Context: an optimization exercise on an open-source flow, tuned for small area. The choices shown serve that exercise and are no tape-out recipe.
Function was checked by simulation only, so behaviour that the tests miss may differ from the original.
Power is estimated from default activity; no workload was simulated.

try-indigo:
==> flow/design.v (excerpt) <==
module main_module(
    input clk,
    input rst,
    input DIP,
    output [15:0] ROM_Address,
    input  [7:0]  ROM_Data,
    output VGA_VSync,
    output VGA_HSync,
    output [1:0] VGA_R,
    output [1:0] VGA_G,
    output [1:0] VGA_B
    );
Size in the first run: about 35 I/O pins, about 5300 µm² of cells after synthesis.
==> flow/config.mk <==
export PLATFORM = sky130hd
export DESIGN_NAME = main_module
export DESIGN_NICKNAME = main_module
export VERILOG_FILES = /design/flow/design.v
export SDC_FILE = /design/flow/constraint.sdc
export NUM_CORES = 4
export LEC_CHECK = 0
export ABC_AREA = 0
export CAP_MARGIN = 20
export CORE_MARGIN = 2
export CORE_UTILIZATION = 40
export PLACE_DENSITY = 0.6
export SLEW_MARGIN = 20
==> flow/constraint.sdc <==
create_clock -name core_clock -period 14.0 [get_ports {clk}]
set_input_delay 2.8000 -clock core_clock [delete_from_list [all_inputs] [get_ports {clk}]]
set_output_delay 2.8000 -clock core_clock [all_outputs]
set_load 0.01 [all_outputs]
standard.sh (not shown) runs the stock make flow with config.mk's settings and CLKGATE_MAP_FILE= SYNTH_SCRIPT=/design/flow/synth_recipe.tcl, a recipe that flattens the netlist after the stock synthesis.
==> flow/flow/run.sh <==
#!/bin/bash
# Standard synthesis, then an area re-mapping of its combinational logic (registers
# untouched) and an adder polarity pass, then the standard layout with the smallest
# buffer on the ports and a lean clock tree.
set -euo pipefail
export BUFFER_PORTS_ARGS="-buffer_cell sky130_fd_sc_hd__buf_1"
export CTS_ARGS="-repair_clock_nets -buf_list sky130_fd_sc_hd__clkbuf_8 -dont_use_dummy_load"
bash standard.sh synth > synth.log 2>&1
R=$(pwd)/orfs/results/sky130hd/main_module/base
LIB=$FLOW_HOME/platforms/sky130hd/lib/sky130_fd_sc_hd__tt_025C_1v80.lib
YOSYS=$(command -v yosys || echo $FLOW_HOME/../tools/install/yosys/bin/yosys)
DU=""
for c in $(sed -n '/DONT_USE_CELLS/,/^#/p' $FLOW_HOME/platforms/sky130hd/config.mk | grep -o 'sky130_fd_sc_hd__[a-z0-9_]*'); do DU="$DU -dont_use $c"; done
cp $R/1_2_yosys.v std_netlist.v
sed -e "s#@LIB@#$LIB#g" -e "s#@IN@#std_netlist.v#" -e "s#@OUT@#remapped.v#" -e "s#@DONTUSE@#$DU#" flow/post.ys > post_run.ys
$YOSYS -s post_run.ys > post_yosys.log 2>&1
python3 flow/polar.py remapped.v polar.v > polar.log 2>&1
cp polar.v $R/1_2_yosys.v
rm -f $R/1_synth.odb
bash standard.sh > standard.log 2>&1
==> flow/flow/polar.py <==
#!/usr/bin/env python3
# Inverter-aware polarity choice for full adders in a mapped sky130hd netlist.
# A full adder is self-dual: FA(~a,~b,~c) = (~sum, ~cout). For each fa_1 the script
# picks the polarity that needs the fewest inverters, then rebuilds all inverters.
import re, sys, collections
src = open(sys.argv[1]).read()
out_path = sys.argv[2]
cell_re = re.compile(r'^\s*(sky130_fd_sc_hd__\w+)\s+(\S+)\s*\((.*?)\);\s*$', re.S | re.M)
pin_re = re.compile(r'\.(\w+)\(\s*(.*?)\s*\)\s*(?:,|$)', re.S)
mod_start = src.index('module ')
cells = []
for m in cell_re.finditer(src):
    pins = [(p, n.strip()) for p, n in pin_re.findall(m.group(3))]
    cells.append([m.group(1), m.group(2), pins, m.start(), m.end()])
OUTP = {'X', 'Y', 'Q', 'Q_N', 'SUM', 'COUT', 'HI', 'LO'}
outports = set()
for m in re.finditer(r'^\s*output\s+(\[[^\]]*\])?\s*([^;]+);', src, re.M):
    for n in m.group(2).split(','):
        outports.add(n.strip())
def portbase(net):
    return re.sub(r'\s*\[\d+\]$', '', net).strip()
isinv = lambda t: re.match(r'sky130_fd_sc_hd__(clk)?inv_\d+$', t) is not None
driver = {}
for i, c in enumerate(cells):
    for p, n in c[2]:
        if p in OUTP: driver[n] = i
# inverters that drive output ports are kept as ordinary cells
fixed_inv = set()
for i, c in enumerate(cells):
    if isinv(c[0]):
        y = dict(c[2])['Y']
        if portbase(y) in outports: fixed_inv.add(i)
removable = set(i for i, c in enumerate(cells) if isinv(c[0]) and i not in fixed_inv)
def lit(net):
    par = 0
    seen = 0
    while net in driver and driver[net] in removable:
        net = dict(cells[driver[net]][2])['A']; par ^= 1
        seen += 1
        if seen > 50: break
    return net, par
fa = [i for i, c in enumerate(cells) if c[0] == 'sky130_fd_sc_hd__fa_1' and not any(n.startswith("1'") or n == '' for p, n in c[2])]
x = {i: 0 for i in fa}
faout = {}   # root net -> fa index
for i in fa:
    for p, n in cells[i][2]:
        if p in ('SUM', 'COUT'): faout[n] = i
# loads: (cell index, pin, root, parity)
loads = collections.defaultdict(list)
for i, c in enumerate(cells):
    if i in removable: continue
    for p, n in c[2]:
        if p in OUTP or n.startswith("1'") or n == '': continue
        r, par = lit(n)
        loads[r].append((i, p, par))
def prov(r):
    return x[faout[r]] if r in faout else 0
def need_inv(r):
    pr = prov(r)
    for i, p, par in loads[r]:
        req = par ^ (x[i] if i in x else 0)
        if req != pr: return 1
    return 0
roots_of = collections.defaultdict(set)
for r, ls in loads.items():
    for i, p, par in ls:
        if i in x: roots_of[i].add(r)
for r, i in faout.items(): roots_of[i].add(r)
cost0 = sum(need_inv(r) for r in loads)
improved = True
it = 0
while improved and it < 50:
    improved = False; it += 1
    for i in fa:
        rs = roots_of[i]
        before = sum(need_inv(r) for r in rs)
        x[i] ^= 1
        after = sum(need_inv(r) for r in rs)
        if after < before: improved = True
        else: x[i] ^= 1
cost1 = sum(need_inv(r) for r in loads)
# rebuild
newinv = {}
wires = []
conn = {}  # (cell index, pin) -> net
for r, ls in loads.items():
    pr = prov(r)
    for i, p, par in ls:
        req = par ^ (x[i] if i in x else 0)
        if req == pr: conn[(i, p)] = r
        else:
            if r not in newinv:
                w = 'pol_n%d' % len(newinv)
                newinv[r] = w; wires.append(w)
            conn[(i, p)] = newinv[r]
pieces = []
last = 0
for i, c in enumerate(cells):
    pieces.append(src[last:c[3]])
    last = c[4]
    if i in removable: continue
    pins = []
    for p, n in c[2]:
        if (i, p) in conn: n = conn[(i, p)]
        pins.append('    .%s(%s )' % (p, n))
    pieces.append('  %s %s (\n%s\n  );' % (c[0], c[1], ',\n'.join(pins)))
pieces.append(src[last:])
body = ''.join(pieces)
# the root of a flipped adder output carries the complement: nets keep their names
insts = ''.join('  sky130_fd_sc_hd__inv_1 pol_i%d (\n    .A(%s ),\n    .Y(%s )\n  );\n' % (k, r, w) for k, (r, w) in enumerate(newinv.items()))
decl = ''.join('  wire %s;\n' % w for w in wires)
k = body.index(';', body.index('module ')) + 1
body = body[:k] + '\n' + decl + body[k:]
body = body.replace('endmodule', insts + 'endmodule', 1)
open(out_path, 'w').write(body)
print('inverters: removable %d, needed before %d, after %d, flipped %d of %d adders' % (len(removable), cost0, cost1, sum(x.values()), len(fa)))
==> flow/flow/post.ys <==
# Re-map the combinational logic of the standard synthesis netlist for area.
# Registers, adders and tie cells are kept exactly as synthesis made them.
read_liberty -ignore_miss_func @LIB@
read_verilog @IN@
hierarchy -top main_module
blackbox sky130_fd_sc_hd__dfxtp_1 sky130_fd_sc_hd__edfxtp_1 sky130_fd_sc_hd__fa_1 sky130_fd_sc_hd__ha_1
flatten
opt -purge
abc -liberty @LIB@ @DONTUSE@ -script +strash;dc2;dch,-f;amap;topo
opt_clean -purge
setundef -zero
hilomap -singleton -hicell sky130_fd_sc_hd__conb_1 HI -locell sky130_fd_sc_hd__conb_1 LO
insbuf -buf sky130_fd_sc_hd__buf_1 A X
splitnets
opt_clean -purge
check
tee -o post_stat.log stat -liberty @LIB@
write_verilog -noattr -nohex -nodec @OUT@
The final layout from try-indigo, which completed every stage, passed the timing, design-rule and antenna checks at the end of the flow.
> inputs changed (try-indigo -> try-cedar)
-- flow/flow/run.sh --
<<< try-indigo, line 6
export BUFFER_PORTS_ARGS="-buffer_cell sky130_fd_sc_hd__buf_1"
export CTS_ARGS="-repair_clock_nets -buf_list sky130_fd_sc_hd__clkbuf_8 -dont_use_dummy_load"
bash standard.sh synth > synth.log 2>&1
>>> try-cedar, line 6
export BUFFER_PORTS_ARGS="-buffer_cell sky130_fd_sc_hd__buf_1"
export CTS_ARGS="-sink_clustering_enable -repair_clock_nets -buf_list sky130_fd_sc_hd__clkbuf_8 -dont_use_dummy_load"
bash standard.sh synth > synth.log 2>&1
-- flow/flow/polar.py --
<<< try-indigo, line 80
        else: x[i] ^= 1
cost1 = sum(need_inv(r) for r in loads)
>>> try-cedar, line 80
        else: x[i] ^= 1
# a short annealing pass from the greedy result (deterministic seed)
import random
rnd = random.Random(1)
best = dict(x); cur = sum(need_inv(r) for r in loads); bestc = cur
T = 1.0
for step in range(20000):
    if not fa: break
    i = fa[rnd.randrange(len(fa))]
    rs = roots_of[i]
    before = sum(need_inv(r) for r in rs)
    x[i] ^= 1
    after = sum(need_inv(r) for r in rs)
    d = after - before
    if d <= 0 or rnd.random() < pow(2.718, -d / T):
        cur += d
        if cur < bestc: bestc = cur; best = dict(x)
    else:
        x[i] ^= 1
    T = max(0.05, T * 0.9997)
x = best
cost1 = sum(need_inv(r) for r in loads)
==> flow/flow/post.ys <==
# Re-map the combinational logic of the standard synthesis netlist for area.
# Registers, full adders and tie cells are kept exactly as synthesis made them.
read_liberty -ignore_miss_func @LIB@
read_verilog @IN@
hierarchy -top main_module
blackbox sky130_fd_sc_hd__dfxtp_1 sky130_fd_sc_hd__edfxtp_1 sky130_fd_sc_hd__fa_1
flatten
opt -purge
abc -liberty @LIB@ @DONTUSE@ -script +strash;dc2;dch,-f;amap;topo
opt_clean -purge
setundef -zero
hilomap -singleton -hicell sky130_fd_sc_hd__conb_1 HI -locell sky130_fd_sc_hd__conb_1 LO
insbuf -buf sky130_fd_sc_hd__buf_1 A X
splitnets
opt_clean -purge
check
tee -o post_stat.log stat -liberty @LIB@
write_verilog -noattr -nohex -nodec @OUT@
- Of try-indigo and try-cedar, the lower minimum period implied by the final worst setup slack belongs to try-cedar.
- Core occupancy in the finished layout for try-cedar: 0.35 points up relative to try-indigo
- Going from try-indigo to try-cedar, total sequential power has remained practically unchanged, power has decreased.
- Going from try-indigo to try-cedar, switching part of the total power increased by 0.70 points relative to the old numbers, data arrival time of the critical path decreased by 0.36 ns relative to the old numbers.
Edits applied to the flow inputs when going from try-cedar to try-onyx:
-- flow/flow/polar.py --
<<< try-cedar, line 80
        else: x[i] ^= 1
# a short annealing pass from the greedy result (deterministic seed)
import random
rnd = random.Random(1)
best = dict(x); cur = sum(need_inv(r) for r in loads); bestc = cur
T = 1.0
for step in range(20000):
    if not fa: break
    i = fa[rnd.randrange(len(fa))]
    rs = roots_of[i]
    before = sum(need_inv(r) for r in rs)
    x[i] ^= 1
    after = sum(need_inv(r) for r in rs)
    d = after - before
    if d <= 0 or rnd.random() < pow(2.718, -d / T):
        cur += d
        if cur < bestc: bestc = cur; best = dict(x)
    else:
        x[i] ^= 1
    T = max(0.05, T * 0.9997)
x = best
cost1 = sum(need_inv(r) for r in loads)
>>> try-onyx, line 80
        else: x[i] ^= 1
cost1 = sum(need_inv(r) for r in loads)
==> flow/flow/post.ys <==
# Re-map the combinational logic of the standard synthesis netlist for area.
# Registers, adders and tie cells are kept exactly as synthesis made them.
read_liberty -ignore_miss_func @LIB@
read_verilog @IN@
hierarchy -top main_module
blackbox sky130_fd_sc_hd__dfxtp_1 sky130_fd_sc_hd__edfxtp_1 sky130_fd_sc_hd__fa_1 sky130_fd_sc_hd__ha_1
flatten
opt -purge
abc -liberty @LIB@ @DONTUSE@ -script +strash;dc2;dch,-f;amap;topo
opt_clean -purge
setundef -zero
hilomap -singleton -hicell sky130_fd_sc_hd__conb_1 HI -locell sky130_fd_sc_hd__conb_1 LO
insbuf -buf sky130_fd_sc_hd__buf_1 A X
splitnets
opt_clean -purge
check
tee -o post_stat.log stat -liberty @LIB@
write_verilog -noattr -nohex -nodec @OUT@
Results
- Compared with try-cedar, try-onyx has less setup slack.
- [try-onyx] total routing resource utilization after global routing fell 1.2 points relative to try-cedar
- Compared with try-cedar, in try-onyx number of standard cells in the final layout excluding fillers lost about 3%, vias after detailed routing lost about 6%, hold slack lost 0.044 ns.
The following lists how try-sierra was set up differently from try-onyx:
-- flow/flow/run.sh --
<<< try-onyx, line 6
export BUFFER_PORTS_ARGS="-buffer_cell sky130_fd_sc_hd__buf_1"
export CTS_ARGS="-sink_clustering_enable -repair_clock_nets -buf_list sky130_fd_sc_hd__clkbuf_8 -dont_use_dummy_load"
bash standard.sh synth > synth.log 2>&1
>>> try-sierra, line 6
export BUFFER_PORTS_ARGS="-buffer_cell sky130_fd_sc_hd__buf_1"
export CTS_ARGS="-sink_clustering_enable -repair_clock_nets -buf_list sky130_fd_sc_hd__clkbuf_16 -sink_clustering_size 80 -sink_clustering_max_diameter 500 -dont_use_dummy_load"
bash standard.sh synth > synth.log 2>&1
[summary]
The higher final core area utilization of try-onyx and try-sierra is in try-sierra. The synthesis-to-finish area growth number comes out lower for try-onyx vs try-sierra. try-onyx → try-sierra: number of fillers in the final layout saw a decrease, final worst hold slack rose by 0.0032 ns. [try-sierra] post-route minimum period rose 0.026 ns relative to try-onyx. On via count of the first global-routing pass, try-onyx and try-sierra are basically level.

## port drivers added, routing unchanged
The flow's constraints put no driver on any port. The routed layouts listed below were extracted and timed again, unchanged, in two steps.
Step 1 assumes that a clkbuf_16 drives the clock port and a buf_2 every other input.
Step 2 times the ports against the registers' clock, not the clock port: input delays grow and output delays shrink by t, the midpoint of the rising clock arrivals with the driver on.
Three values: ideal ports, drivers, drivers and shift; two values: the first two.
run	shift t [ns]	slack for setup (ns)	latest minus earliest clock arrival (ns)
try-indigo	0.387	2.837 / 2.852 / 2.466	0.025 / 0.025
try-cedar	0.385	3.216 / 3.231 / 2.846	0.017 / 0.017
try-onyx	0.387	2.837 / 2.852 / 2.466	0.025 / 0.025
try-sierra	0.371	2.811 / 2.832 / 2.461	0.016 / 0.016
After both steps every run listed still meets setup and hold.
